This design comes from an exercise in tuning for small area on the open sky130 flow, not from production work.
The RTL was checked by simulation tests, not by an equivalence proof against the original design.

== main ==
## neural_compressor_top
module neural_compressor_top
(
    input  logic        clk,
    input  logic        rst_n,
    input  logic [DATA_WIDTH-1:0]   s_axis_tdata,
    input  logic                    s_axis_tvalid,
    output logic                    s_axis_tready,
    input  logic                    s_axis_tlast,
    output logic [DATA_WIDTH-1:0]   m_axis_tdata,
    output logic [1:0]              m_axis_tuser,   
    output logic                    m_axis_tvalid,
    input  logic                    m_axis_tready,
    output logic                    m_axis_tlast,
    input  logic [DATA_WIDTH-1:0]   cfg_threshold,
    input  logic                    cfg_enable,
    output neural_compressor_pkg::compress_stats_t         stats,
    output logic [15:0]             spike_count
);
    wire [31:0] data_in = s_axis_tdata;
    wire        valid_in = s_axis_tvalid & cfg_enable;
    logic       valid_out;   
    logic       taken;       
    logic [3:0] cnt;
    logic       fresh;     
    logic [29:0] xr;       
    logic [12:0] hf;       
    logic [31:0] yr;       
    logic [31:0] s1, s2, s3, s4;  
    logic [31:0] dr;       
    logic        dz;       
    wire idle  = (cnt == 4'd0);
    wire outc  = (cnt == 4'd11);
    wire last  = outc & ~valid_out;
    wire shy   = (~idle & ~outc) | last;
    wire shs   = ((cnt >= 4'd4) & ~outc) | last;
    wire clrh  = idle | outc;
    wire c4    = (cnt == 4'd4);
    wire zh    = idle & fresh;
    assign s_axis_tready = idle;
    always_ff @(posedge clk or negedge rst_n) begin
        if (!rst_n) begin
            cnt       <= 4'd0;
            valid_out <= 1'b0;
            fresh     <= 1'b1;
        end else begin
            valid_out <= outc;
  ...
export LEC_CHECK = 0
export CAP_MARGIN = 0
export CORE_MARGIN = 2
export CORE_UTILIZATION = 80
export SLEW_MARGIN = 0
export SYNTH_HIERARCHICAL = 1
export SYNTH_MINIMUM_KEEP_SIZE = 0
create_clock -name core_clock -period 120.0 [get_ports {clk}]
standard.sh (not shown) runs the stock make flow with config.mk's settings and CLKGATE_MAP_FILE= SYNTH_SCRIPT=/design/flow/synth_recipe.tcl, a recipe that flattens the netlist after the stock synthesis.
==> flow/flow/run.sh <==
#!/bin/bash
# Layout flow: the standard ORFS flow (standard.sh: standard synthesis,
# floorplan, placement, CTS, routing), with two changes:
#  - the I/O port buffers are the smallest buffer cell;
#  - the clock tree uses large leaf clusters of clkbuf_16 (clkbuf_8 and a
#    clkbuf_4 root above them) and no dummy loads.
# ORFS keeps each step's full log under orfs/logs/; make's own output, and the
# final DEF export's, goes to make_flow.log here.
set -euo pipefail
export BUFFER_PORTS_ARGS="-buffer_cell sky130_fd_sc_hd__buf_1"
export CTS_ARGS="-sink_clustering_enable -repair_clock_nets -buf_list sky130_fd_sc_hd__clkbuf_16 -root_buf sky130_fd_sc_hd__clkbuf_4 -tree_buf sky130_fd_sc_hd__clkbuf_8 -sink_clustering_size 28 -sink_clustering_max_diameter 90 -dont_use_dummy_load"
bash standard.sh > make_flow.log 2>&1
Edits applied to the flow inputs when going from main to the feature branch:
--- a/flow/design.v
+++ b/flow/design.v
@@ -92,21 +92,20 @@
     logic [31:0] s1, s2, s3, s4;  
     logic [31:0] dr;       
     logic        dz;       
     wire idle  = (cnt == 4'd0);
     wire outc  = (cnt == 4'd11);
     wire last  = outc & ~valid_out;
     wire shy   = (~idle & ~outc) | last;
     wire shs   = ((cnt >= 4'd4) & ~outc) | last;
     wire clrh  = idle | outc;
     wire c4    = (cnt == 4'd4);
-    wire zh    = idle & fresh;
     assign s_axis_tready = idle;
     always_ff @(posedge clk or negedge rst_n) begin
         if (!rst_n) begin
             cnt       <= 4'd0;
             valid_out <= 1'b0;
             fresh     <= 1'b1;
         end else begin
             valid_out <= outc;
             if (last) fresh <= 1'b0;
             if (idle) begin
@@ -117,47 +116,47 @@
                 cnt <= cnt + 4'd1;
             end
         end
     end
     wire [3:0] xs  = idle ? data_in[3:0] : xr[5:2];
     wire [1:0] hdx = idle ? 2'd0 : xr[1:0];
     wire [5:0] wx = {xs, hdx};
     wire [7:0] yg  = fresh ? 8'd0 : yr[7:0];
     wire [3:0] fs  = clrh ? yg[3:0] : yg[7:4];
     wire [3:0] hdf = idle ? 4'd0 : yg[3:0];
-    wire [20:0] wf = {fs, hdf, hf & {13{~zh}}};
+    wire [20:0] wf = {fs, hdf, hf};
     logic cy1, cy2, cy3, cy4, cy5, cy7, cy8, cy9, cy10, cy12, cy14, cy15, cy17, cy18, cy19, cy20, cy22, cy23, cy25, cy26, cy27, cy29, cy30, cy31, cy33, cy34, cy35, cy36, cy38, cy39;
     wire [3:0] a1g = fresh ? 4'd0 : s1[3:0];
     wire [3:0] a2g = fresh ? 4'd0 : s2[3:0];
     wire [3:0] a3g = fresh ? 4'd0 : s3[3:0];
     wire [3:0] a4g = fresh ? 4'd0 : s4[3:0];
     wire [3:0] dg  = dz ? 4'd0 : dr[3:0];
     wire ci1 = cy1 & ~idle;
     wire [4:0] k1;
     wire [3:0] sm1;
     assign k1[0] = ci1;
     full_adder fa1_0 (.a(wx[2]), .b(wx[0]), .ci(k1[0]), .s(sm1[0]), .co(k1[1]));
     full_adder fa1_1 (.a(wx[3]), .b(wx[1]), .ci(k1[1]), .s(sm1[1]), .co(k1[2]));
     full_adder fa1_2 (.a(wx[4]), .b(wx[2]), .ci(k1[2]), .s(sm1[2]), .co(k1[3]));
     full_adder fa1_3 (.a(wx[5]), .b(wx[3]), .ci(k1[3]), .s(sm1[3]), .co(k1[4]));
     logic [12:0] hu;
-    wire [16:0] wu = {sm1, hu[12:9] & {4{~idle}}, hu[8:0] & {9{~zh}}};
+    wire [16:0] wu = {sm1, hu[12:9] & {4{~idle}}, hu[8:0]};
     wire ci2 = cy2 & ~idle;
     wire [4:0] k2;
     wire [3:0] sm2;
     assign k2[0] = ci2;
     full_adder fa2_0 (.a(wf[15]), .b(wf[13]), .ci(k2[0]), .s(sm2[0]), .co(k2[1]));
     full_adder fa2_1 (.a(wf[16]), .b(wf[14]), .ci(k2[1]), .s(sm2[1]), .co(k2[2]));
     full_adder fa2_2 (.a(wf[17]), .b(wf[15]), .ci(k2[2]), .s(sm2[2]), .co(k2[3]));
     full_adder fa2_3 (.a(wf[18]), .b(wf[16]), .ci(k2[3]), .s(sm2[3]), .co(k2[4]));
     logic [12:0] hv;
-    wire [16:0] wv = {sm2, hv[12:9] & {4{~idle}}, hv[8:0] & {9{~zh}}};
+    wire [16:0] wv = {sm2, hv[12:9] & {4{~idle}}, hv[8:0]};
     wire ci3 = cy3 & ~idle;
     wire [4:0] k3;
     wire [3:0] sm3;
     assign k3[0] = ci3;
     full_adder fa3_0 (.a(wu[13]), .b(wu[5]), .ci(k3[0]), .s(sm3[0]), .co(k3[1]));
     full_adder fa3_1 (.a(wu[14]), .b(wu[6]), .ci(k3[1]), .s(sm3[1]), .co(k3[2]));
     full_adder fa3_2 (.a(wu[15]), .b(wu[7]), .ci(k3[2]), .s(sm3[2]), .co(k3[3]));
     full_adder fa3_3 (.a(wu[16]), .b(wu[8]), .ci(k3[3]), .s(sm3[3]), .co(k3[4]));
     wire ci4 = cy4 & ~idle;
     wire [4:0] k4;
Results
Max footprint of the multi-input gates across the feature branch and main: main
In the feature branch, via-per-instance ratio is lower than in main.
Delta (the feature branch minus main): total number of vias lost 4.2%; half-perimeter wire length of the detailed placement result lost 4.8%; pin count of the biggest net entering global routing lost about 12%.
Diff the feature branch and main: non-clock buffer count lower in the feature branch
The run showing the greater global routing usage summed across all routing layers is main.
[compare] base=main new=the feature branch: synthesized cell count now sits lower; number of nets in the finished design now sits lower; area after synthesis now sits lower; post-placement setup slack now sits lower.
Between the feature branch and main, it is the feature branch whose fraction of met2 tracks used by global routing is lower, by 4.7 points.

separate check: timing with driven ports:
How much do the figures lean on ideal ports? The routed layouts below were timed once more, with nothing changed but the port constraints. Step 1, drivers: a clkbuf_16 drives clk and a buf_2 each remaining input, both assumed. Step 2 also shifts input and output timing later by t, the mid clock arrival at the registers, as if the neighbouring blocks saw the same clock. a / b / c = ideal ports / drivers / drivers and shift; a / b = the first two.
| run | t (ns) | slack for setup (ns) | worst setup path after step 2 | latest minus earliest clock arrival (ns) | worst data-port slew with drivers (ns) |
|---|---|---|---|---|---|
| main | 0.752 | 82.856 / 82.877 / 82.126 | input to register | 0.076 / 0.077 | 0.05 |
| the feature branch | 0.726 | 82.723 / 82.738 / 82.013 | input to register | 0.105 / 0.105 | 0.05 |
After both steps every run listed still meets setup and hold. The setup slack of main, which loses most, moves by +0.021 ns with the drivers and by -0.730 ns with both steps.
